Source: an optimization exercise on an open RTL-to-GDS flow (aim: small area and a short achievable clock period). Production flows keep margins and buffers that such runs may drop.
Function was not checked in any run shown here: the RTL went through the layout flow alone.
No driver is modelled on the clock port, so clocking that relies on it looks cheaper here than on a real chip.
Power is estimated from default activity; no workload was simulated.

==> flow/design.v <==
module cpu(clock,rst,inputs,leds3,leds2,leds1,leds0,setButton,displayButton,executeButton,reset,LED4,LED9,LED0,LED8);
	input clock,rst,setButton,displayButton,executeButton,reset;
	input [7:0] inputs;
	output [1:7] leds3,leds2,leds1,leds0;
	output reg LED4,LED9,LED0;
	output LED8;
	assign LED8 = 1'b0;
	function [7:0] conv;
		input [7:0] x;
		reg [7:0] q, o;
		begin
			q = x / 8'd10;
			o = x - q * 8'd10;
			conv = {q[3:0], o[3:0]};
		end
	endfunction
	reg setButtonLast, pend;
	reg [1:0] Q;
	wire press = setButtonLast & ~setButton;
	wire consume = displayButton & pend;
	wire [1:0] Qn = consume ? Q + 2'd1 : Q;
	always @(posedge clock)
		if (rst) begin
			setButtonLast <= 1'b1;
			pend <= 1'b0;
			Q <= 2'd0;
		end else begin
			setButtonLast <= setButton;
			pend <= (pend & ~displayButton) ^ press;
			Q <= Qn;
		end
	reg [3:0] opCode;
	reg [2:0] regID1, regID2;
	reg [7:0] immValue;
	reg [7:0] immLast;    
	reg [7:0] viewLast;   
	always @(posedge clock) begin
		if (rst) begin
			opCode <= 0; regID1 <= 0; regID2 <= 0; immValue <= 0; LED0 <= 0;
		end else
			case (Q)
				2'd0: opCode <= inputs[3:0];
				2'd1: regID1 <= inputs[2:0];
				2'd2: regID2 <= inputs[2:0];
				2'd3: begin immValue <= inputs; LED0 <= (immValue == 8'd192); end
			endcase
		immLast <= immValue;
		case (Qn)
			2'd0: viewLast <= {4'd0, opCode};
			2'd1: viewLast <= {5'd0, regID1};
			2'd2: viewLast <= {5'd0, regID2};
			default: viewLast <= conv(immValue);
		endcase
	end
	reg instructionDone, wr;
	reg [3:0] slot;
	reg [17:0] mem0;
	always @(posedge clock)
		if (rst) begin
			instructionDone <= 0; wr <= 0; slot <= 0; mem0 <= 0;
		end else begin
			wr <= consume & (Q == 2'd3) & ~instructionDone;
			if (consume & (Q == 2'd3)) instructionDone <= 1'b1;
			else if (displayButton & ~pend & (Q == 2'd0)) instructionDone <= 1'b0;
			if (wr) begin
				if (slot == 4'd0) mem0 <= {opCode, regID1, regID2, immLast};
				slot <= reset ? 4'd0 : slot + 4'd1;
			end
		end
	reg [7:0] S;
	always @* begin
		case (Q == 2'd2 ? regID2 : regID1)
			3'd0: S = r0; 3'd1: S = r1; 3'd2: S = r2; 3'd3: S = r3;
			3'd4: S = r4; 3'd5: S = r5; 3'd6: S = r6; default: S = r7;
		endcase
	end
	reg execute;
	reg [7:0] r0,r1,r2,r3,r4,r5,r6,r7;
	wire [3:0] op = mem0[17:14];
	wire [2:0] ra = mem0[13:11], rb = mem0[10:8];
	wire [7:0] imm = mem0[7:0];
	reg [7:0] A;
	reg [7:0] B;
	always @* begin
		case (rb)
			3'd0: B = r0; 3'd1: B = r1; 3'd2: B = r2; 3'd3: B = r3;
			3'd4: B = r4; 3'd5: B = r5; 3'd6: B = r6; default: B = r7;
		endcase
	end
	wire isSub = (op == 4'd1);
	wire binOp = (op == 4'd0) | (op == 4'd1) | (op == 4'd3) | (op == 4'd4) | (op == 4'd5);
	wire unOp = (op == 4'd2) | (op == 4'd6) | (op == 4'd7) | (op == 4'd8);
	wire mvOp = (op == 4'd12);
	wire ldOp = (op == 4'd10);
	wire [7:0] sum = A + (B ^ {8{isSub}}) + {7'd0, isSub};
	reg [7:0] wdBin;
	always @*
		case (op[2:0])
			3'd3: wdBin = A & B;
			3'd4: wdBin = A | B;
			3'd5: wdBin = A ^ B;
			default: wdBin = sum;
		endcase
	reg [7:0] wdNb;
	always @*
		case (op)
			4'd2: wdNb = ~A;
			4'd6: wdNb = A + 8'd1;
			4'd7: wdNb = {1'b0, A[7:1]};
			4'd8: wdNb = {A[6:0], 1'b0};
			4'd12: wdNb = A;
			default: wdNb = imm;
		endcase
	wire [2:0] waNb = unOp ? ra : mvOp ? rb : A[2:0];
	wire ldOk = (A[7:3] == 5'd0) & (A[2:0] <= 3'd4) & (A[2:0] != ra) & (A[2:0] != rb);
	wire weBin = execute & binOp & (ra != 3'd7) & (rb != 3'd7);
	wire weNb = execute & ((unOp & (ra != rb)) | mvOp | (ldOp & ldOk));
	always @(posedge clock)
		if (rst) begin
			execute <= 0; LED9 <= 0;
			r0 <= 8'd2; r1 <= 8'd4; r2 <= 8'd44; r3 <= 0; r4 <= 0; r5 <= 0; r6 <= 0; r7 <= 8'd77;
			A <= 8'd2;
		end else begin
			if (wr & (slot == 4'd0))
				A <= (weBin & (regID1 == 3'd7)) ? wdBin : (weNb & (waNb == regID1)) ? wdNb : S;
			else if (weNb & unOp) A <= wdNb;
			if (!executeButton) execute <= 1'b1;
			LED9 <= execute;
			if (weBin) r7 <= wdBin;
			if (weNb)
				case (waNb)
					3'd0: r0 <= wdNb; 3'd1: r1 <= wdNb; 3'd2: r2 <= wdNb; 3'd3: r3 <= wdNb;
					3'd4: r4 <= wdNb; 3'd5: r5 <= wdNb; 3'd6: r6 <= wdNb; default: r7 <= wdNb;
				endcase
		end
	reg [7:0] displayReg;
	reg [7:0] dispDec;    
	reg rstLast;
	always @(posedge clock) begin
		if (rst) begin
			displayReg <= 0; LED4 <= 0;
		end else begin
			if (Q != 2'd0) displayReg <= S;
			LED4 <= (r0 == 8'd0);
		end
		dispDec <= conv(displayReg);
		rstLast <= rst;
	end
	localparam [15:0] SEG1 = 16'h4812;
	localparam [15:0] SEG2 = 16'h8060;
	localparam [15:0] SEG3 = 16'h1004;
	localparam [15:0] SEG4 = 16'h4892;
	localparam [15:0] SEG5 = 16'heaba;
	localparam [15:0] SEG6 = 16'h388e;
	localparam [15:0] SEG7 = 16'h0c83;
	localparam [15:0] OP3_1 = 16'hffdf;
	localparam [15:0] OP3_2 = 16'hffff;
	localparam [15:0] OP3_3 = 16'hffff;
	localparam [15:0] OP3_4 = 16'hfbdf;
	localparam [15:0] OP3_5 = 16'hebdf;
	localparam [15:0] OP3_6 = 16'hfbdf;
	localparam [15:0] OP3_7 = 16'hefdf;
	localparam [15:0] OP2_1 = 16'h7bf4;
	localparam [15:0] OP2_2 = 16'h7bd6;
	localparam [15:0] OP2_3 = 16'h0b90;
	localparam [15:0] OP2_4 = 16'h9bfd;
	localparam [15:0] OP2_5 = 16'h8bd6;
	localparam [15:0] OP2_6 = 16'h9bd4;
	localparam [15:0] OP2_7 = 16'h8fd4;
	localparam [15:0] OP1_1 = 16'hfa7f;
	localparam [15:0] OP1_2 = 16'hfbfe;
	localparam [15:0] OP1_3 = 16'h6a00;
	localparam [15:0] OP1_4 = 16'h6c4c;
	localparam [15:0] OP1_5 = 16'h0980;
	localparam [15:0] OP1_6 = 16'h7a7f;
	localparam [15:0] OP1_7 = 16'h0802;
	localparam [15:0] OP0_1 = 16'h95ff;
	localparam [15:0] OP0_2 = 16'h71f6;
	localparam [15:0] OP0_3 = 16'h2bf0;
	localparam [15:0] OP0_4 = 16'h02b0;
	localparam [15:0] OP0_5 = 16'h0000;
	localparam [15:0] OP0_6 = 16'h9cfd;
	localparam [15:0] OP0_7 = 16'h1104;
	function [6:0] seg;   
		input [3:0] d;
		seg = {SEG1[d], SEG2[d], SEG3[d], SEG4[d], SEG5[d], SEG6[d], SEG7[d]};
	endfunction
	wire [3:0] o = viewLast[3:0];
	wire [27:0] opName = {OP3_1[o], OP3_2[o], OP3_3[o], OP3_4[o], OP3_5[o], OP3_6[o], OP3_7[o],
		OP2_1[o], OP2_2[o], OP2_3[o], OP2_4[o], OP2_5[o], OP2_6[o], OP2_7[o],
		OP1_1[o], OP1_2[o], OP1_3[o], OP1_4[o], OP1_5[o], OP1_6[o], OP1_7[o],
		OP0_1[o], OP0_2[o], OP0_3[o], OP0_4[o], OP0_5[o], OP0_6[o], OP0_7[o]};
	function [27:0] decView;
		input [7:0] d;
		decView = {7'b0000001, (d[7:4] >= 4'd10) ? 7'b1001111 : 7'b0000001, seg(d[7:4]), seg(d[3:0])};
	endfunction
	wire [27:0] regView = {7'b1111010, 7'b0110000, 7'b0000100, seg(viewLast[3:0])};
	wire [27:0] normView = rstLast ? {28{1'b1}} : (Q == 2'd0) ? opName : (Q == 2'd3) ? decView(viewLast) : regView;
	wire [27:0] dispView = rstLast ? {28{1'b1}} : decView(dispDec);
	reg [27:0] leds;
	always @(posedge clock)
		if (rst) leds <= {28{1'b1}};
		else if (!displayButton) leds <= dispView;
		else if (!pend) leds <= normView;
	assign leds3 = {leds[27:26], leds[26], leds[24:23], leds[24], leds[21]};
	assign {leds2, leds1, leds0} = leds[20:0];
endmodule
==> flow/flow/run.sh <==
#!/bin/bash
set -uo pipefail
export BUFFER_PORTS_ARGS="-buffer_cell sky130_fd_sc_hd__buf_2"
export SETUP_SLACK_MARGIN=8.6
R=orfs/results/${FLOW_PLATFORM}/cpu/base
bash standard.sh synth > make_synth.log 2>&1 || exit 1
cp $R/1_2_yosys.v std_synth.v
cands=""
for sc in deep map; do
  for s in 0 1 2 3; do
    c=${sc}_$s
    sed "s/&deepsyn -T 30/\&deepsyn -J 100 -T 150 -S $s/" flow/$sc.abc > $c.abc
    (RESYN_ABC=$c.abc RESYN_OUT=resyn_$c.v yosys -c flow/resyn.tcl > resyn_$c.log 2>&1 &&
     RESYN_OUT=resyn_$c.v openroad -no_init -exit flow/sta.tcl > sta_$c.log 2>&1) &
    cands="$cands $c"
  done
  wait
done
: > candidates.txt
for c in $cands; do
  a=$(grep -m1 "Chip area for module '\\\\cpu'" resyn_$c.v.stat 2>/dev/null | awk '{print $NF}')
  w=$(grep -m1 '^RESYN_WNS' sta_$c.log 2>/dev/null | awk '{print $2}')
  [ -n "$a" ] && [ -n "$w" ] && echo "$(echo "$a * (12 - $w)" | bc -l) $a $w $c" >> candidates.txt
done
best=""
for c in $(sort -g candidates.txt | awk '{print $4}'); do
  if RESYN_OUT=resyn_$c.v yosys -c flow/equiv.tcl > equiv_$c.log 2>&1 && grep -q '^RESYN_EQUIV_OK' equiv_$c.log; then best=$c; break; fi
done
if [ -n "$best" ]; then
  cp resyn_$best.v $R/1_2_yosys.v
  rm -f $R/1_synth.odb
  echo "using re-mapped netlist $best" > resyn_used.txt
else
  echo "using standard netlist" > resyn_used.txt
fi
bash standard.sh MATCH_CELL_FOOTPRINT=0 finish > make.log 2>&1
==> flow/flow/deep.abc <==
strash
&get -n
&deepsyn -T 30
&put
&get -n
&dch -f
&nf -D 1500
&put
topo
==> flow/flow/equiv.tcl <==
# Proves resyn.v equivalent to std_synth.v (same flip-flops, paired by name).
set lib $::env(FLOW_HOME)/platforms/sky130hd/lib/sky130_fd_sc_hd__tt_025C_1v80.lib
yosys read_liberty -ignore_miss_func $lib
yosys read_verilog std_synth.v
yosys rename cpu gold
yosys read_verilog $::env(RESYN_OUT)
yosys rename cpu gate
yosys hierarchy -check
yosys flatten gold gate
yosys opt_clean
yosys equiv_make gold gate equiv
yosys hierarchy -top equiv
yosys equiv_simple
yosys equiv_induct
yosys equiv_status -assert
puts "RESYN_EQUIV_OK"
==> flow/flow/map.abc <==
strash
&get -n
&deepsyn -T 30
&put
dch -f
map -D 1500
topo
==> flow/flow/resyn.tcl <==
# Re-maps the combinational logic of the standard synthesis (std_synth.v) with a
# stronger ABC script; flip-flops and tie cells are kept as they are, by name.
# RESYN_ABC names the ABC script and RESYN_OUT the netlist to write.
set lib $::env(FLOW_HOME)/platforms/sky130hd/lib/sky130_fd_sc_hd__tt_025C_1v80.lib
set out $::env(RESYN_OUT)
yosys read_liberty -ignore_miss_func $lib
yosys read_verilog std_synth.v
yosys hierarchy -top cpu
yosys setattr -mod -set keep_hierarchy 1 sky130_fd_sc_hd__dfxtp_* sky130_fd_sc_hd__edfxtp_* sky130_fd_sc_hd__conb_1
yosys flatten
yosys opt_clean
yosys opt -fast
yosys abc -script $::env(RESYN_ABC) -liberty $lib -dont_use sky130_fd_sc_hd__probe_p_8 -dont_use sky130_fd_sc_hd__probec_p_8 -dont_use *lpflow*
yosys opt_clean -purge
yosys hilomap -singleton -hicell sky130_fd_sc_hd__conb_1 HI -locell sky130_fd_sc_hd__conb_1 LO
yosys splitnets
yosys opt_clean -purge
yosys insbuf -buf sky130_fd_sc_hd__buf_4 A X
yosys tee -o $out.stat stat -liberty $lib
yosys select -module cpu
yosys write_verilog -noattr -noexpr -selected $out
==> flow/flow/sta.tcl <==
set p $::env(FLOW_HOME)/platforms/sky130hd
read_lef $p/lef/sky130_fd_sc_hd.tlef
read_lef $p/lef/sky130_fd_sc_hd_merged.lef
read_liberty $p/lib/sky130_fd_sc_hd__tt_025C_1v80.lib
read_verilog $::env(RESYN_OUT)
link_design cpu
read_sdc $::env(FLOW_SDC)
puts "RESYN_WNS [worst_slack -max]"
==> flow/standard.sh <==
#!/bin/bash
# synth_recipe.tcl (not shown) runs the flow's synth.tcl, then flattens the netlist and writes it again
# the make line also repeats each setting of config.mk as NAME=value (left out here)
make -C /OpenROAD-flow-scripts/flow DESIGN_CONFIG=/design/flow/config.mk WORK_HOME=/design/flow/orfs CLKGATE_MAP_FILE= SYNTH_SCRIPT=/design/flow/synth_recipe.tcl "${@:-finish}"
==> flow/config.mk <==
export PLATFORM = sky130hd
export DESIGN_NAME = cpu
export DESIGN_NICKNAME = cpu
export VERILOG_FILES = /design/flow/design.v
export SDC_FILE = /design/flow/constraint.sdc
export NUM_CORES = 4
export LEC_CHECK = 0
export ABC_AREA = 1
export CAP_MARGIN = 20
export CORE_MARGIN = 2
export CORE_UTILIZATION = 70
export CTS_BUF_LIST = sky130_fd_sc_hd__clkbuf_4 sky130_fd_sc_hd__clkbuf_8
export PLACE_DENSITY = 0.8
export SLEW_MARGIN = 20
==> flow/constraint.sdc <==
create_clock -name core_clock -period 12.0 [get_ports {clock}]
set_input_delay 2.4000 -clock core_clock [delete_from_list [all_inputs] [get_ports {clock}]]
set_output_delay 2.4000 -clock core_clock [all_outputs]
set_load 0.01 [all_outputs]
==> impl_metrics.toml, run 1 <==
[status]
status = "no timing/DRC/antenna violations"

[layout]
fill_cells = 890
fin_cells = 1328
finish.instance_area_um2 = 10200
fin_util_pct = 80.6
n_antenna_cell = 0
drive_gt1_share_pct = 14.5
area_growth_pct = 12.6
nets = 1157

[min_path]
hold_class = "reg2reg"

[floorplanning]
io_pins = 46
die_w_um = 118
core-area_um2 = 12600
die_y_um = 118
start_util_pct = 71.6
rows = 41
die_area_um2 = 13800

[clock_tree]
cts_hold_buf = 0
clk_latency_ps = 480
clk_pin_slew_ps = 100
cts_made_buffers = 17
cts_tree = "yes"
cts-root-buf = "clkbuf_8"
cts.sinks = 181
htreeDepth = 4
cts_max_path_buffers = 2

[place]
io_buffers = 44
hpwl_um = 19400
place_congestion = 1.01
place_inst = 1287
placed_area_um2 = 9390

[setup_path]
worst_setup_path_end_kind = "register"
crit_path_start_kind = "primary input"
crit_path_max_fanout = 28
worstSetupPathType = "in2reg"
required_ps = 12370
worstPathArrival_ps = 3840

[sta]
rsz0062_at_grt = "true"
fin_setup_tns_ps = 0
setup_viol = 0
finalCritPeriodShare_pct = 28.9
clock_skew_ps = 19.6
finalHoldViolCount = 0
slew_headroom_pct = 28.1
fin_crit_ps = 3460
fmax_mhz = 289
final-max-slew-violation-count = 0
worst_slew_pin_slew_ps = 1080

[drt]
routed_wl_um = 28500
drtIter0Drc = 1315
firstDrtPassIters = 9
ant_nets = 0
vias = 9409
wl_per_cell_um = 21.5
drc = 0
viasPerCell = 7.09

[global_routing]
antenna_found_initial = 0
grt_pass1_vias = 8367
grt_pass1_wl_um = 44000
grt_usage_pct = 39.4
overflow = 0
grt_max_degree = 32

[synthesis]
syn_nets = 1102
syn_avg_cell_area_um2 = 8.31
yosysWarnings = 1
syn_area_um2 = 9040
netlist_instances = 1088

[power]
p_per_area_nw_per_um2 = 118
p_leak_nw = 3.67
irDropWorstVdd_v = 0.000131
power.total_mw = 1.20

[flow_run]
max_cap_viol_count = 0
-- cell type report --
type	count	area [µm²]	share of cell area, %
sequential	181	3640	35.8
clock buffer	17	234	2.30
clock inverter	15	134	1.32
tap	172	215	2.12
multi-input combinational	862	5430	53.4
inverter	17	63.8	0.627
timing repair buffer	64	449	4.42
-- critical path, stage by stage --
cell and delay (ps):
buf_2 150, buf_12 180, or2_1 360, nor2_2 280
nor2_1 170, a22o_1 260
-- registers in the layout (all words and copies together), names as in the netlist, 4 cells and up --
name,count
A,8
dispDec,8
displayReg,8
immLast,8
immValue,8
leds,26
mem0,18
opCode,4
r0,8
r1,8
r2,8
r3,8
r4,8
r5,8
r6,8
r7,8
slot,4
viewLast,8
-- metal layers --
layer	GRT usage, %	vias to the layer above	part of all wire (%)
met5	0	-	0
met4	12.5	0	3.1
met3	11.7	104	14
met2	57.8	733	43
met1	55.7	4370	40
li1	-	4202	-
-- stage by stage --
stage	hold slack, ps	setup slack, ps
final	395	8540
after global routing	388	8540
after CTS	388	8560
after detailed placement	359	7670
after global placement	336	7810
after floorplan	331	8490
-- timing repair --
item,CTS,global route
setup endpoints to repair,104,82
cloned,1,1
gates resized for setup,40,59
endpoints found under the hold margin,0,0
buffers inserted,2,5
pin swaps,4,8
-- layout by cell type, fill, tap and decap left out, types with 12 or more instances in the layout --
cell type,instances
buf_4,15
nor2b_1,25
nor2_1,109
nand2_1,138
nor3_1,23
nand2b_1,22
nor2_2,15
a21oi_1,53
dfxtp_2,17
clkinv_1,17
xnor2_1,12
a222oi_1,12
dfxtp_1,164
clkbuf_8,17
buf_2,43
and3_1,17
or2_0,15
o21ai_0,81
nand3_1,15
a221oi_1,26
a22o_1,73
-- path summary, 6_finish.rpt --
check | endpoint | cells past startpoint | slack (ps) | start
max reg2reg | A[6] | 10 | 8690 | mem0[15]
max | r2[0] | 6 | 8540 | rst
min | dispDec[0] | 0 | 390 | displayReg[0]
min reg2reg | dispDec[0] | 0 | 390 | displayReg[0]
-- where the power goes --
group	total (mW)	internal (mW)	switching [mW]
clock	0.401	0.152	0.248
combinational	0.151	0.0513	0.0995
sequential	0.646	0.622	0.0240
==> run 2, diff against run 1 <==
--- a/flow/flow/run.sh
+++ b/flow/flow/run.sh
@@ -3,3 +3,3 @@
 export BUFFER_PORTS_ARGS="-buffer_cell sky130_fd_sc_hd__buf_2"
-export SETUP_SLACK_MARGIN=8.6
+export SETUP_SLACK_MARGIN=8.7
 R=orfs/results/${FLOW_PLATFORM}/cpu/base
==> run 2 against run 1 <==
  * Synthesized cell count unchanged
  * Non-clock buffer count grew 12
  * Sequential share of layout area fell by 1.4 points
  * Flip-flop and latch count is the same
  * Register-to-register slack got worse by 180 ps
  * Clock skew down 4.2 ps
  * Critical path type is now reg2reg
==> impl_metrics.toml, run 2 <==
[status]
status = "no timing/DRC/antenna violations"

[setup_path]
required_ps = 12390
cp.depth = 10
slowest_delay_ps = 620
worstPathArrival_ps = 3880
crit_path_start_kind = "register"
r2r_cells = 10
critPathSlowestCell = "nor2_1"
crit_family = "simple AND/OR/NAND/NOR gates"
worst_setup_path_end_kind = "register"
crit_path_max_fanout = 9
worstPathCellList = "clkinv_1, nor2_1, nor2_1, or2_0, nand2b_1, nor2_1, a222oi_1, and3_1, a221o_1, a211oi_1"
r2r-start = "Q[1]"
path_common_cell = "nor2_1"
cp_num_buf_inv = 1
critPathLaunch = "Q[1]"
worstSetupPathType = "reg2reg"

[power]
p_per_area_nw_per_um2 = 116
seqPwrFrac_pct = 52.4
power_frac_comb_pct = 14.4
clock_power_share_pct = 33.3
p_int_mw = 0.860
irDropWorstVdd_v = 0.000123
power.total_mw = 1.24
swShare_pct = 30.7
p_leak_nw = 3.87
switchingPower_mw = 0.381

[layout]
mostFrequentLayoutCells = "dfxtp_1 (144), nand2_1 (138), nor2_1 (106)"
nets = 1169
area_growth_pct = 18.3
n_antenna_cell = 0
largest_register = "leds"
reg_top3 = "leds: 26 flops, mem0: 18 flops"
final_common_cell = "dfxtp_1"
finish.instance_area_um2 = 10700
fin_cells = 1340
fill_cells = 757
largest_reg_flops = 26
fin_util_pct = 84.7
drive_gt1_share_pct = 18.3

[global_routing]
overflow = 0
antenna_found_initial = 0
grt_pass1_vias = 8688
grt_pass1_wl_um = 46500
grt_max_degree = 56
grt_usage_pct = 41.9

[sta]
final-max-slew-violation-count = 0
fmax_mhz = 287
worst_slew_pin_slew_ps = 1140
finalCritPeriodShare_pct = 29.1
slew_headroom_pct = 23.9
finalHoldViolCount = 0
rsz0062_at_grt = "true"
setup_viol = 0
clock_skew_ps = 15.3
fin_crit_ps = 3490
fin_setup_tns_ps = 0

[clock_tree]
clk_pin_slew_ps = 110
clk_latency_ps = 490
htreeDepth = 4
cts-root-buf = "clkbuf_8"
cts_tree = "yes"
cts_hold_buf = 0
cts.sinks = 181
cts_made_buffers = 17
cts_max_path_buffers = 2

[drt]
drc = 0
vias = 9881
viasPerCell = 7.37
firstDrtPassIters = 11
ant_nets = 0
drtIter0Drc = 1699
wl_per_cell_um = 23.8
routed_wl_um = 31900

[floorplanning]
die_area_um2 = 13800
io_pins = 46
die_w_um = 118
rows = 41
die_y_um = 118
start_util_pct = 71.6
core-area_um2 = 12600

[synthesis]
syn_avg_cell_area_um2 = 8.31
yosysWarnings = 1
syn_area_um2 = 9040
syn_nets = 1102
netlist_instances = 1088

[min_path]
hold_class = "reg2reg"
worstHoldStart = "displayReg[0]"
hold_depth = 0

[place]
place_inst = 1279
place_congestion = 1.01
io_buffers = 44
placed_area_um2 = 9450
hpwl_um = 19600

[flow_run]
max_cap_viol_count = 0
[run 2: final timing paths]
path	end	slack, ps
max	A[2]	8510
min reg2reg	dispDec[0]	350
max reg2reg	A[2]	8510
min	dispDec[0]	350
[run 2: power by group through the flow]
stage	clock network, mW	logic (mW)	registers [mW]
detailed placement	0	0.136	0.658
finish	0.413	0.178	0.650
global placement	0	0.135	0.657
global route	0.429	0.187	0.652
floorplan	0	0.105	0.650
CTS	0.405	0.152	0.647
[run 2: layer usage]
metal,vias up,GRT usage [%],wire (µm)
li1,4224,-,-
met1,4577,56.5,11900
met2,896,61.7,13800
met4,0,18.1,1450
met3,184,13.3,4820
met5,-,0,0
[run 2: layout make-up]
type	instances	area [µm²]	share of cell area [%]
Timing Repair Buffer	76	773	7.23
Clock buffer	17	234	2.19
Inverter	17	63.8	0.597
Clock inverter	15	141	1.32
Multi-Input combinational cell	862	5580	52.2
Sequential cell	181	3680	34.5
Tap cell	172	215	2.01
[run 2: timing repair]
action                     CTS  global route
buffers inserted             8            17
resized for setup          102            55
pin swaps                    3            10
setup endpoints to repair  147           106
cloned                       0             3
[run 2: per-stage QoR]
| stage | hold slack, ps | worst slack, ps |
|---|---|---|
| after detailed placement | 344 | 7880 |
| after CTS | 357 | 8630 |
| after floorplan | 331 | 8620 |
| after global placement | 335 | 7900 |
| after global routing | 354 | 8360 |
| final | 354 | 8510 |
==> run 3, diff against run 2 <==
--- a/flow/flow/run.sh
+++ b/flow/flow/run.sh
@@ -3,3 +3,3 @@
 export BUFFER_PORTS_ARGS="-buffer_cell sky130_fd_sc_hd__buf_2"
-export SETUP_SLACK_MARGIN=8.7
+export SETUP_SLACK_MARGIN=8.6
 R=orfs/results/${FLOW_PLATFORM}/cpu/base
@@ -35,2 +35,2 @@
 fi
-bash standard.sh MATCH_CELL_FOOTPRINT=0 finish > make.log 2>&1
+bash standard.sh > make.log 2>&1
--- a/flow/flow/resyn.tcl
+++ b/flow/flow/resyn.tcl
@@ -10,2 +10,4 @@
 yosys flatten
+# names of flattened cell pins become internal, so flip-flops drive the output ports directly
+yosys rename -hide w:*.*
 yosys opt_clean
==> run 3 against run 2 <==
  * Core utilization shrank 1.7 points
  * Worst setup slack gained 36 ps
  * Highest routed layer unchanged
  * Largest cell class unchanged
  * Maximum frequency grew 1.0%
  * Combinational power shrank 17%
  * First-iteration DRC count shrank 12%
  * Wire length shrank 10%
  * Global-route usage shrank 3.0 points
  * Non-clock buffer count grew 1
  * Die area shrank 2.1%
  * Critical path type unchanged
  * Via count shrank 5.0%
==> impl_metrics.toml, run 3 <==
[setup_path]
worstPathArrival_ps = 3820
path_common_cell = "a31o_1"
required_ps = 12370
worstSetupPathType = "reg2reg"
worst_setup_path_end_kind = "register"
slowest_delay_ps = 660
crit_path_start_kind = "register"
crit_path_max_fanout = 16
critPathSlowestCell = "a2111oi_1"
worstPathCellList = "buf_12, nor2b_2, a2111oi_1, o21ai_0, xnor2_1, or2_0, o311ai_4, a31oi_1, a31o_1, a22o_1, nand2_1, a31o_1"

[global_routing]
grt_pass1_vias = 7864
antenna_found_initial = 0
grt_usage_pct = 38.8
grt_pass1_wl_um = 40800
overflow = 0
grt_max_degree = 56

[clock_tree]
cts_tree = "yes"
cts_hold_buf = 0
clk_pin_slew_ps = 100
cts_made_buffers = 17
clk_latency_ps = 480
cts-root-buf = "clkbuf_8"
htreeDepth = 4
cts.sinks = 181
cts_max_path_buffers = 2

[drt]
ant_nets = 0
drtIter0Drc = 1487
firstDrtPassIters = 13
viasPerCell = 7.00
wl_per_cell_um = 21.3
vias = 9386
routed_wl_um = 28600
drc = 0

[flow_run]
max_cap_viol_count = 0

[sta]
fmax_mhz = 290
setup_viol = 0
rsz0062_at_grt = "true"
worst_slew_pin_slew_ps = 1100
fin_setup_tns_ps = 0
clock_skew_ps = 17.8
fin_crit_ps = 3450
finalHoldViolCount = 0
slew_headroom_pct = 25.9
finalCritPeriodShare_pct = 28.8
final-max-slew-violation-count = 0

[place]
hpwl_um = 18700
place_congestion = 0.996
io_buffers = 44

[synthesis]
netlist_instances = 1062
syn_nets = 1076
syn_avg_cell_area_um2 = 8.33
yosysWarnings = 1
syn_area_um2 = 8840

[min_path]
hold_class = "reg2reg"

[layout]
area_growth_pct = 17.0
mostFrequentLayoutCells = "dfxtp_1 (169), nand2_1 (139), nor2_1 (113)"
multi_input_area_um2 = 5460
drive_gt1_share_pct = 14.8
nets = 1170
fin_util_pct = 83.0
n_antenna_cell = 0
largest_register = "leds"
final_common_cell = "dfxtp_1"
reg_top3 = "leds: 26 flops, mem0: 18 flops"
largest_reg_flops = 26
seq_area_um2 = 3640
fill_cells = 817

[power]
p_leak_nw = 3.78
irDropWorstVdd_v = 0.000115
p_per_area_nw_per_um2 = 115

[status]
status = "no timing/DRC/antenna violations"

[floorplanning]
die_area_um2 = 13500
die_w_um = 116
io_pins = 46
core-area_um2 = 12500
die_y_um = 116
rows = 41
start_util_pct = 70.9
run 3: worst paths after layout:
path,from,end,slack [ps],depth (start not counted)
worst max-delay path,mem0[10],A[7],8550,12
worst min-delay path,displayReg[0],dispDec[0],360,0
worst max register to register,mem0[10],A[7],8550,12
worst min register to register,displayReg[0],dispDec[0],360,0
run 3: final cells by class:
| cell class | count | area share (%) |
|---|---|---|
| Clock buffer | 19 | 2.53 |
| Inverter | 17 | 0.617 |
| Multi-Input combinational cell | 862 | 52.8 |
| Tap cell | 172 | 2.08 |
| Clock inverter | 13 | 1.09 |
| Timing Repair Buffer | 77 | 5.68 |
| Sequential cell | 181 | 35.2 |
run 3: report_power, final:
| group | total (mW) | internal (mW) | switching, mW |
|---|---|---|---|
| Combinational | 0.147 | 0.0517 | 0.0956 |
| Sequential | 0.644 | 0.621 | 0.0238 |
| Clock | 0.400 | 0.161 | 0.239 |
| Total | 1.19 | 0.833 | 0.359 |
run 3: stage by stage:
step / hold WS (ps) / worst slack [ps] / instance area (µm²) / cells / total power, mW
6_report: 355 / 8550 / 10300 / 1341 / 1.19
4_1_cts: 355 / 8570 / 9850 / 1317 / 1.17
3_5_place_dp: 337 / 7730 / 9380 / 1285 / 0.787
3_3_place_gp: 337 / 7820 / 9380 / 1285 / 0.786
2_1_floorplan: 331 / 8490 / 8890 / 1062 / 0.738
5_1_grt: 358 / 8500 / 10300 / 1341 / 1.23
run 3: critical path, delay by kind of cell (launching register included):
kind | cells | cell delay, ps
AO/OA/AOI/OAI | 7 | 2020
XOR/XNOR | 1 | 280
buffers and inverters | 1 | 160
flip-flops | 1 | 370
AND/OR/NAND/NOR | 3 | 510
run 3: what timing repair did:
| item | 4_1_cts | 5_1_grt |
|---|---|---|
| setup endpoints to repair | 102 | 82 |
| buffers inserted | 0 | 20 |
| resized for setup | 34 | 62 |
| pin swaps | 0 | 17 |
| gates cloned | 0 | 4 |
run 3: layer usage:
| layer | part of all wire [%] | up-vias | GRT usage, % |
|---|---|---|---|
| li1 | - | 4226 | - |
| met1 | 39 | 4303 | 55.3 |
| met2 | 43 | 727 | 57.2 |
| met3 | 14 | 130 | 10.8 |
| met4 | 3.4 | 0 | 12.5 |
| met5 | 0 | - | 0 |
==> run 4, diff against run 3 <==
--- a/flow/flow/run.sh
+++ b/flow/flow/run.sh
@@ -4,2 +4,3 @@
 export SETUP_SLACK_MARGIN=8.6
+export TNS_END_PERCENT=5
 R=orfs/results/${FLOW_PLATFORM}/cpu/base
==> run 4 against run 3 <==
  * First-iteration DRC count down 12%
  * Wire length is 5.6% lower
  * Global-route usage rose by 1.5 points
  * Critical path type is now in2reg
  * Flip-flop and latch count is the same
  * Via count decreased by 1.9%
  * Die area stayed put
  * Synthesized area unchanged
  * Power rose by 1.9%
  * Combinational power is 5% lower
  * Highest routed layer unchanged
==> impl_metrics.toml, run 4 <==
[status]
status = "no timing/DRC/antenna violations"

[floorplanning]
io_pins = 46
die_area_um2 = 13500
die_y_um = 116
rows = 41
start_util_pct = 70.9
core-area_um2 = 12500
die_w_um = 116

[setup_path]
worstPathArrival_ps = 3840
r2r_cells = 12
crit_path_max_fanout = 55
required_ps = 12360
crit_path_start_kind = "primary input"
worst_setup_path_end_kind = "register"
worstSetupPathType = "in2reg"

[drt]
ant_nets = 0
drtIter0Drc = 1306
firstDrtPassIters = 7
drc = 0
vias = 9203
routed_wl_um = 27000
wl_per_cell_um = 20.5
viasPerCell = 6.98

[min_path]
hold_class = "reg2reg"
hold_depth = 0

[synthesis]
syn_area_um2 = 8840
syn_avg_cell_area_um2 = 8.33
syn_nets = 1076
netlist_instances = 1062
yosysWarnings = 1

[clock_tree]
cts_tree = "yes"
clk_pin_slew_ps = 90
cts_made_buffers = 17
cts.sinks = 181
cts_hold_buf = 0
htreeDepth = 4
cts_max_path_buffers = 2
cts-root-buf = "clkbuf_8"
clk_latency_ps = 490

[global_routing]
grt_pass1_wl_um = 42400
overflow = 0
antenna_found_initial = 0
grt_pass1_vias = 8203
grt_usage_pct = 40.4
grt_max_degree = 56

[sta]
worst_slack_ps = 8520
rsz0062_at_grt = "true"
finalHoldViolCount = 0
worst_slew_pin_slew_ps = 1030
fmax_mhz = 287
slew_headroom_pct = 31.1
setup_viol = 0
finalCritPeriodShare_pct = 29.0
final-max-slew-violation-count = 0
fin_crit_ps = 3480
clock_skew_ps = 18.2
fin_setup_tns_ps = 0

[place]
io_buffers = 44
place_congestion = 0.990
hpwl_um = 18500
place_ws_ps = 7690

[layout]
fin_util_pct = 80.4
area_growth_pct = 13.4
reg_top3 = "leds: 26 flops, mem0: 18 flops"
drive_gt1_share_pct = 12.0
nets = 1150
n_antenna_cell = 0
largest_reg_flops = 26
final_common_cell = "dfxtp_1"
largest_register = "leds"
mostFrequentLayoutCells = "dfxtp_1 (177), nand2_1 (140), nor2_1 (115)"

[flow_run]
max_cap_viol_count = 0

[power]
irDropWorstVdd_v = 0.000110
p_leak_nw = 3.62
p_per_area_nw_per_um2 = 121
==> run 4: changes by cell type in the layout (fill, tap and decap cells not counted), sizes merged <==
cell and change:
bufinv +3, inv -3, clkinv -3, clkbuf -6
clkinvlp +1, buf -14
==> run 4: path summary, 6_finish.rpt <==
kind,to,startpoint,slack [ps]
hold / removal,dispDec[0],displayReg[0],380
hold reg to reg,dispDec[0],displayReg[0],380
setup / recovery,r0[0],rst,8520
setup reg to reg,A[5],mem0[9],8630
==> run 4: power by group <==
part	internal [mW]	switching (mW)	leakage [nW]
clock	0.209	0.223	0.200
sequential	0.620	0.0231	1.47
combinational	0.0479	0.0907	1.95
total	0.878	0.337	3.62
==> run 4: final cells by class <==
class	count	area (µm²)
repair buffers	57	348
multi-input cells	862	5370
well taps	172	215
fillers	890	2440
clock inverters	11	150
inverters	17	63.8
clock buffers	19	249
flip-flops and latches	181	3630
==> run 4: repair_timing <==
| item | 4_1_cts | 5_1_grt |
|---|---|---|
| gates resized for setup | 43 | 32 |
| buffers inserted | 1 | 3 |
| endpoints found under the setup margin | 111 | 102 |
| pin swaps | 1 | 6 |
==> run 4: metal layers <==
metal	vias to the layer above	track usage [%]	wire length, µm
met5	-	0	0
met1	4218	56.3	11100
met4	0	16.7	999
li1	4185	-	-
met2	686	59.4	11500
met3	114	10.7	3450
==> run 4: critical path, cell delays in order <==
cell and delay, ps:
buf_2 110, buf_8 210, or2_1 370, nor2_2 300
nor2_2 140, a22o_1 290
==> run 4: stage by stage <==
step	power [mW]	cell area [µm²]	instances	hold slack [ps]
final	1.21	10000	1319	384
after global routing	1.25	10000	1319	398
after CTS	1.20	9870	1316	379
after detailed placement	0.786	9350	1285	354
after global placement	0.785	9350	1285	352
after floorplan	0.737	8860	1062	331
==> run 5, diff against run 4 <==
--- a/flow/flow/run.sh
+++ b/flow/flow/run.sh
@@ -3,4 +3,3 @@
 export BUFFER_PORTS_ARGS="-buffer_cell sky130_fd_sc_hd__buf_2"
-export SETUP_SLACK_MARGIN=8.6
-export TNS_END_PERCENT=5
+export SETUP_SLACK_MARGIN=8.5
 R=orfs/results/${FLOW_PLATFORM}/cpu/base
==> run 5 against run 4 <==
  * Still clean on timing, DRC and antenna
  * Flip-flop and latch count did not move
  * Combinational power barely moved
  * Clock skew fell by 3.4 ps
  * Global-route usage fell by 0.74 points
  * Critical path depth did not move
  * Critical endpoint is now r0[5]
  * Highest routed layer unchanged
==> impl_metrics.toml, run 5 <==
[clock_tree]
cts_hold_buf = 0
cts.sinks = 181
cts_max_path_buffers = 2
cts_made_buffers = 17
htreeDepth = 4
clk_pin_slew_ps = 90
cts_tree = "yes"
cts-root-buf = "clkbuf_8"
clk_latency_ps = 490

[setup_path]
worst_setup_path_end_kind = "register"
critPathLaunch = "rst"
worstSetupPathType = "in2reg"
r2r-start = "mem0[9]"
required_ps = 12370
worstPathArrival_ps = 3990
crit_path_max_fanout = 55
crit_path_start_kind = "primary input"

[floorplanning]
start_util_pct = 70.9
die_w_um = 116
io_pins = 46
die_area_um2 = 13500
rows = 41
core-area_um2 = 12500
die_y_um = 116

[sta]
rsz0062_at_grt = "true"
clock_skew_ps = 14.8
slew_headroom_pct = 27.9
finalCritPeriodShare_pct = 30.2
setup_viol = 0
fin_setup_tns_ps = 0
hold_ws_ps = 371
fmax_mhz = 276
worst_slack_ps = 8370
final-max-slew-violation-count = 0
finalHoldViolCount = 0
worst_slew_pin_slew_ps = 1080
fin_crit_ps = 3630

[min_path]
hold_class = "reg2reg"
worstHoldStart = "displayReg[0]"

[power]
p_per_area_nw_per_um2 = 122
power.total_mw = 1.21
irDropWorstVdd_v = 0.000109
p_leak_nw = 3.62

[layout]
mostFrequentLayoutCells = "dfxtp_1 (178), nand2_1 (140), nor2_1 (120)"
area_growth_pct = 12.7
reg_top3 = "leds: 26 flops, mem0: 18 flops"
n_antenna_cell = 0
drive_gt1_share_pct = 11.1
nets = 1149
largest_reg_flops = 26
fill_cells = 888
largest_register = "leds"
final_common_cell = "dfxtp_1"

[drt]
ant_nets = 0
vias = 9067
drtIter0Drc = 1170
firstDrtPassIters = 7
wl_per_cell_um = 20.4
routed_wl_um = 26900
drc = 0
viasPerCell = 6.87

[place]
hpwl_um = 18600
place_congestion = 0.981
place_ws_ps = 7670
io_buffers = 44

[synthesis]
syn_avg_cell_area_um2 = 8.33
netlist_instances = 1062
syn_nets = 1076
yosysWarnings = 1
syn_area_um2 = 8840

[global_routing]
antenna_found_initial = 0
grt_pass1_wl_um = 41600
overflow = 0
met2_usage_pct = 59.0
grt_busiest_layer = "met2"
gr-usage-met1_pct = 55.2
grt_usage_pct = 39.6
grt_max_degree = 56
grtUsageMet3_pct = 10.9
grt_pass1_vias = 8075

[status]
status = "no timing/DRC/antenna violations"

[flow_run]
max_cap_viol_count = 0
## run 5: area by class of cell
cell class	count	area, µm²	area share, %
Timing Repair Buffer	56	340	3.41
Tap cell	172	215	2.16
Sequential cell	181	3630	36.4
Multi-Input combinational cell	862	5330	53.4
Clock inverter	13	146	1.47
Clock buffer	19	249	2.50
Inverter	17	63.8	0.640
## run 5: critical path: stages
cell    delay (ps)
buf_2          110
buf_12         180
or2_0          350
nor2_1         410
nor2_1         220
a22o_1         280
## run 5: repair_timing
action | CTS | global route
gates cloned | 0 | 0
setup buffers | 0 | 2
endpoints found under the hold margin | 0 | 0
pin swaps | 0 | 4
setup endpoints to repair | 100 | 57
gates resized for setup | 27 | 33
## run 5: path summary, 6_finish.rpt
kind,slack (ps),endpoint,cells past startpoint
max,8370,r0[5],6
min,370,dispDec[0],0
max reg2reg,8600,A[5],13
min reg2reg,370,dispDec[0],0
## run 5: metrics by stage
step / instances / area [µm²] / util, %
after global routing: 1320 / 9970 / 80.0
after global placement: 1286 / 9350 / 75.0
final: 1320 / 9970 / 80.0
after detailed placement: 1286 / 9350 / 75.0
after floorplan: 1062 / 8860 / -
after CTS: 1318 / 9820 / 78.8
## run 5: where the power goes
group / leakage (nW) / internal [mW] / switching [mW] / total (mW)
sequential: 1.47 / 0.621 / 0.0242 / 0.645
clock: 0.204 / 0.193 / 0.231 / 0.425
combinational: 1.94 / 0.0485 / 0.0936 / 0.142
total: 3.62 / 0.863 / 0.349 / 1.21
## run 5: per-layer routing
layer | wire length, µm | up-vias
met5 | 0 | -
met4 | 743 | 0
met3 | 3310 | 82
met2 | 11600 | 623
met1 | 11200 | 4171
li1 | - | 4191
==> run 6, diff against run 5 <==
--- a/flow/flow/run.sh
+++ b/flow/flow/run.sh
@@ -3,3 +3,4 @@
 export BUFFER_PORTS_ARGS="-buffer_cell sky130_fd_sc_hd__buf_2"
-export SETUP_SLACK_MARGIN=8.5
+export SETUP_SLACK_MARGIN=8.7
+export TNS_END_PERCENT=5
 R=orfs/results/${FLOW_PLATFORM}/cpu/base
==> run 6 against run 5 <==
  * Hold slack got worse by 20 ps
  * Non-clock buffer count increased by 9
  * Die area unchanged
  * Core utilization is 2.3 points higher
  * Largest cell class unchanged
  * Highest routed layer unchanged
==> impl_metrics.toml, run 6 <==
[drt]
drtIter0Drc = 1386
ant_nets = 0
firstDrtPassIters = 7
drc = 0
routed_wl_um = 27800
wl_per_cell_um = 20.9
viasPerCell = 7.00
vias = 9306

[global_routing]
antenna_found_initial = 0
grtUsageMet3_pct = 12.5
grt_pass1_vias = 8133
grt_usage_pct = 40.6
grt_pass1_wl_um = 42700
grt_busiest_layer = "met2"
gr-usage-met1_pct = 56.7
overflow = 0
grt_max_degree = 56
met2_usage_pct = 59.0

[power]
p_per_area_nw_per_um2 = 122
irDropWorstVdd_v = 0.000123
power_frac_comb_pct = 11.5
p_leak_nw = 3.71
clock_power_share_pct = 36.8
power.total_mw = 1.25
swShare_pct = 28.9
switchingPower_mw = 0.361
p_int_mw = 0.889
seqPwrFrac_pct = 51.6

[clock_tree]
cts_made_buffers = 17
clk_latency_ps = 480
htreeDepth = 4
cts_hold_buf = 0
clk_pin_slew_ps = 90
cts_max_path_buffers = 2
cts_tree = "yes"
cts-root-buf = "clkbuf_8"
cts.sinks = 181

[sta]
fmax_mhz = 294
slew_headroom_pct = 38.9
fin_crit_ps = 3400
finalHoldViolCount = 0
clock_skew_ps = 18.7
final-max-slew-violation-count = 0
fin_setup_tns_ps = 0
finalCritPeriodShare_pct = 28.4
setup_viol = 0
rsz0062_at_grt = "true"
worst_slew_pin_slew_ps = 917

[layout]
reg_top3 = "leds: 26 flops, mem0: 18 flops"
mostFrequentLayoutCells = "dfxtp_1 (174), nand2_1 (139), nor2_1 (111)"
largest_register = "leds"
final_common_cell = "dfxtp_1"
fin_util_pct = 82.3
fin_cells = 1329
n_antenna_cell = 0
area_growth_pct = 16.0
fill_cells = 838
largest_reg_flops = 26
seq_area_um2 = 3640
multi_input_area_um2 = 5450
drive_gt1_share_pct = 13.7
nets = 1158

[place]
place_congestion = 1.02
place_inst = 1285
io_buffers = 44
hpwl_um = 19100

[setup_path]
slowest_delay_ps = 380
critPathSlowestCell = "dfxtp_1"
worstSetupPathType = "reg2out"
worst_setup_path_end_kind = "output pin"
cp_num_buf_inv = 1
required_ps = 9600
crit_path_start_kind = "register"
worstPathCellList = "buf_2"
crit_path_max_fanout = 2
crit_family = "flip-flops"
worstPathArrival_ps = 1000

[floorplanning]
die_y_um = 116
core-area_um2 = 12500
start_util_pct = 70.9
rows = 41
io_pins = 46
die_w_um = 116
die_area_um2 = 13500

[status]
status = "no timing/DRC/antenna violations"

[synthesis]
netlist_instances = 1062
syn_nets = 1076
syn_avg_cell_area_um2 = 8.33
yosysWarnings = 1
syn_area_um2 = 8840

[flow_run]
max_cap_viol_count = 0

[min_path]
hold_class = "reg2reg"
## run 6: per-stage QoR
| step | hold WS (ps) | setup WS, ps | instance area (µm²) |
|---|---|---|---|
| after floorplan | 331 | 8620 | 8940 |
| after global placement | 341 | 7920 | 9430 |
| after CTS | 354 | 8370 | 9960 |
| after detailed placement | 341 | 7880 | 9430 |
| after global routing | 361 | 8490 | 10300 |
| final | 350 | 8600 | 10300 |
## run 6: final timing paths
kind | startpoint | endpoint | slack [ps] | cells past startpoint
worst min register to register | displayReg[0] | dispDec[0] | 350 | 0
worst max-delay path | LED0 | LED0 | 8600 | 1
worst min-delay path | displayReg[0] | dispDec[0] | 350 | 0
worst max register to register | mem0[10] | r7[6] | 8600 | 13
## run 6: per-layer routing
metal	share of wire (%)	vias up
li1	-	4216
met1	42	4338
met2	43	658
met3	12	94
met4	2.8	0
met5	0	-
## run 6: layout make-up
| cell class | count | area share (%) |
|---|---|---|
| Clock buffer | 18 | 2.41 |
| Clock inverter | 14 | 1.80 |
| Inverter | 17 | 0.622 |
| Multi-Input combinational cell | 862 | 53.2 |
| Sequential cell | 181 | 35.5 |
| Tap cell | 172 | 2.10 |
| Timing Repair Buffer | 65 | 4.45 |
## run 6: power groups by stage
stage / sequential (mW) / combinational [mW] / clock [mW]
after floorplan: 0.655 / 0.0859 / 0
after global placement: 0.657 / 0.132 / 0
after detailed placement: 0.657 / 0.133 / 0
after CTS: 0.643 / 0.134 / 0.457
after global routing: 0.648 / 0.157 / 0.484
final: 0.645 / 0.144 / 0.460
## run 6: timing repair
item                       CTS  global route
setup endpoints to repair  155           172
buffers inserted             1             9
cloned                       0             2
resized for setup           32            50
pin swaps                    2            13
==> run 7, diff against run 6 <==
--- a/flow/flow/run.sh
+++ b/flow/flow/run.sh
@@ -3,3 +3,3 @@
 export BUFFER_PORTS_ARGS="-buffer_cell sky130_fd_sc_hd__buf_2"
-export SETUP_SLACK_MARGIN=8.7
+export SETUP_SLACK_MARGIN=8.6
 export TNS_END_PERCENT=5
--- a/flow/config.mk
+++ b/flow/config.mk
@@ -12,3 +12,3 @@
 export CTS_BUF_LIST = sky130_fd_sc_hd__clkbuf_4 sky130_fd_sc_hd__clkbuf_8
-export PLACE_DENSITY = 0.8
+export PLACE_DENSITY = 0.7
 export SLEW_MARGIN = 20
==> run 7 against run 6 <==
  * Via count down 1.1%
  * Clock skew is 0.56 ps lower
  * Sequential power about the same
  * Synthesized area unchanged
  * Register-to-register slack better by 30 ps
  * Still clean on timing, DRC and antenna
  * Largest power group unchanged
  * Cell count shrank 0.75%
  * Wire length decreased by 3.0%
  * Die area unchanged
  * Sequential share of layout area increased by 0.76 points
  * Flip-flop and latch count stayed put
  * Hold slack improved by 33 ps
  * Power shrank 2.8%
==> impl_metrics.toml, run 7 <==
[floorplanning]
io_pins = 46
core-area_um2 = 12500
die_area_um2 = 13500
die_w_um = 116
start_util_pct = 70.9
rows = 41
die_y_um = 116

[clock_tree]
htreeDepth = 4
cts_hold_buf = 0
cts_made_buffers = 17
cts-root-buf = "clkbuf_8"
cts_max_path_buffers = 2
clk_pin_slew_ps = 90
cts_tree = "yes"
cts.sinks = 181
clk_latency_ps = 490

[setup_path]
crit_family = "simple AND/OR/NAND/NOR gates"
slowest_delay_ps = 370
worst_setup_path_end_kind = "register"
required_ps = 12360
path_common_cell = "nor2_2"
r2r_cells = 12
worstPathArrival_ps = 3840
cp_num_buf_inv = 2
crit_path_max_fanout = 55
cp.depth = 6
worstPathCellList = "buf_2, buf_8, or2_1, nor2_2, nor2_2, a22o_1"
critPathSlowestCell = "or2_1"
worstSetupPathType = "in2reg"
crit_path_start_kind = "primary input"

[drt]
routed_wl_um = 27000
viasPerCell = 6.98
ant_nets = 0
drc = 0
vias = 9203
drtIter0Drc = 1306
firstDrtPassIters = 7
wl_per_cell_um = 20.5

[layout]
reg_top3 = "leds: 26 flops, mem0: 18 flops"
n_antenna_cell = 0
area_growth_pct = 13.4
nets = 1150
final_common_cell = "dfxtp_1"
largest_reg_flops = 26
drive_gt1_share_pct = 12.0
fill_cells = 890
largest_register = "leds"
fin_cells = 1319
mostFrequentLayoutCells = "dfxtp_1 (177), nand2_1 (140), nor2_1 (115)"

[global_routing]
grt_usage_pct = 40.4
grt_pass1_vias = 8203
antenna_found_initial = 0
grt_pass1_wl_um = 42400
grt_max_degree = 56
overflow = 0

[sta]
slew_headroom_pct = 31.1
hold_ws_ps = 384
fmax_mhz = 287
finalCritPeriodShare_pct = 29.0
finalHoldViolCount = 0
final-max-slew-violation-count = 0
setup_viol = 0
worst_slew_pin_slew_ps = 1030
rsz0062_at_grt = "true"
fin_setup_tns_ps = 0
clock_skew_ps = 18.2
fin_crit_ps = 3480

[status]
status = "no timing/DRC/antenna violations"

[power]
p_per_area_nw_per_um2 = 121
irDropWorstVdd_v = 0.000110
p_leak_nw = 3.62

[synthesis]
syn_nets = 1076
syn_area_um2 = 8840
syn_avg_cell_area_um2 = 8.33
netlist_instances = 1062
yosysWarnings = 1

[place]
place_inst = 1285
io_buffers = 44
place_congestion = 0.990
hpwl_um = 18500

[flow_run]
max_cap_viol_count = 0

[min_path]
hold_class = "reg2reg"
hold_depth = 0
## run 7: changes by cell type in the layout (fill, tap and decap cells not counted), moves of 3 or more
cell,before,now
nor2_4,6,2
inv_8,3,0
nor2_1,111,115
buf_4,16,10
xnor2_2,0,3
dfxtp_1,174,177
## run 7: what timing repair did
item	4_1_cts	5_1_grt
pin swaps	1	6
setup buffers	1	3
hold endpoints to repair	0	0
resized for setup	43	32
setup endpoints to repair	111	102
## run 7: layer usage
metal | share of wire [%] | routed length, µm | GRT usage (%)
met5 | 0 | 0 | 0
met4 | 3.7 | 999 | 16.7
met3 | 13 | 3450 | 10.7
met2 | 43 | 11500 | 59.4
met1 | 41 | 11100 | 56.3
## run 7: path summary, 6_finish.rpt
check	to	slack (ps)	startpoint
worst min register to register	dispDec[0]	380	displayReg[0]
worst max-delay path	r0[0]	8520	rst
worst max register to register	A[5]	8630	mem0[9]
worst min-delay path	dispDec[0]	380	displayReg[0]
## run 7: report_power, final
| group | internal, mW | switching, mW | leakage [nW] | total (mW) |
|---|---|---|---|---|
| clock network | 0.209 | 0.223 | 0.200 | 0.432 |
| registers | 0.620 | 0.0231 | 1.47 | 0.644 |
| logic | 0.0479 | 0.0907 | 1.95 | 0.139 |
## run 7: worst reg2reg max path: cells and delay by family, from the launching register on
family,cells,cell delay [ps]
multiplexers,2,720
buffers and inverters,1,180
AO/OA/AOI/OAI,7,1600
AND/OR/NAND/NOR,2,480
flip-flops,1,310
## run 7: layout make-up
cell class | instances | area, µm² | share of cell area (%)
multi-input cells | 862 | 5370 | 53.6
clock buffers | 19 | 249 | 2.48
repair buffers | 57 | 348 | 3.47
well taps | 172 | 215 | 2.15
clock inverters | 11 | 150 | 1.50
flip-flops and latches | 181 | 3630 | 36.2
inverters | 17 | 63.8 | 0.636
## run 7: per-stage QoR
step	setup WS [ps]	power, mW	instance area (µm²)	utilization (%)
after CTS	8520	1.20	9870	79.2
final	8520	1.21	10000	80.4
after global routing	8460	1.25	10000	80.4
after floorplan	8490	0.737	8860	-
after detailed placement	7690	0.786	9350	75.0
after global placement	7780	0.785	9350	75.0

-- port drivers added, routing unchanged --
The results above use ideal ports. As a check the final layouts listed here were re-extracted and re-timed, cells and wires unchanged. Step 1 sets driving cells, clkbuf_16 on the clock port and buf_2 on the other inputs (assumed; they add their load-dependent delay and slew). Step 2 also shifts input and output timing later by t, the mid clock arrival at the registers, as if the neighbouring blocks saw the same clock. Three values: no drivers, after step 1, after step 2; two values: the first two.
run	t, ns	slack for setup (ns)	worst data-port slew with drivers (ns)	cell pins on the clock port's net
run 1	0.506	8.535 / 8.554 / 8.047	0.04	1
run 2	0.524	8.513 / 8.513 / 8.163	0.07	1
run 3	0.513	8.548 / 8.548 / 8.088	0.04	1
run 4	0.526	8.519 / 8.542 / 8.016	0.04	1
run 5	0.518	8.375 / 8.395 / 7.877	0.04	1
run 6	0.508	8.595 / 8.557 / 8.131	0.04	1
run 7	0.526	8.519 / 8.542 / 8.016	0.04	1
After both steps every run listed still meets setup and hold.
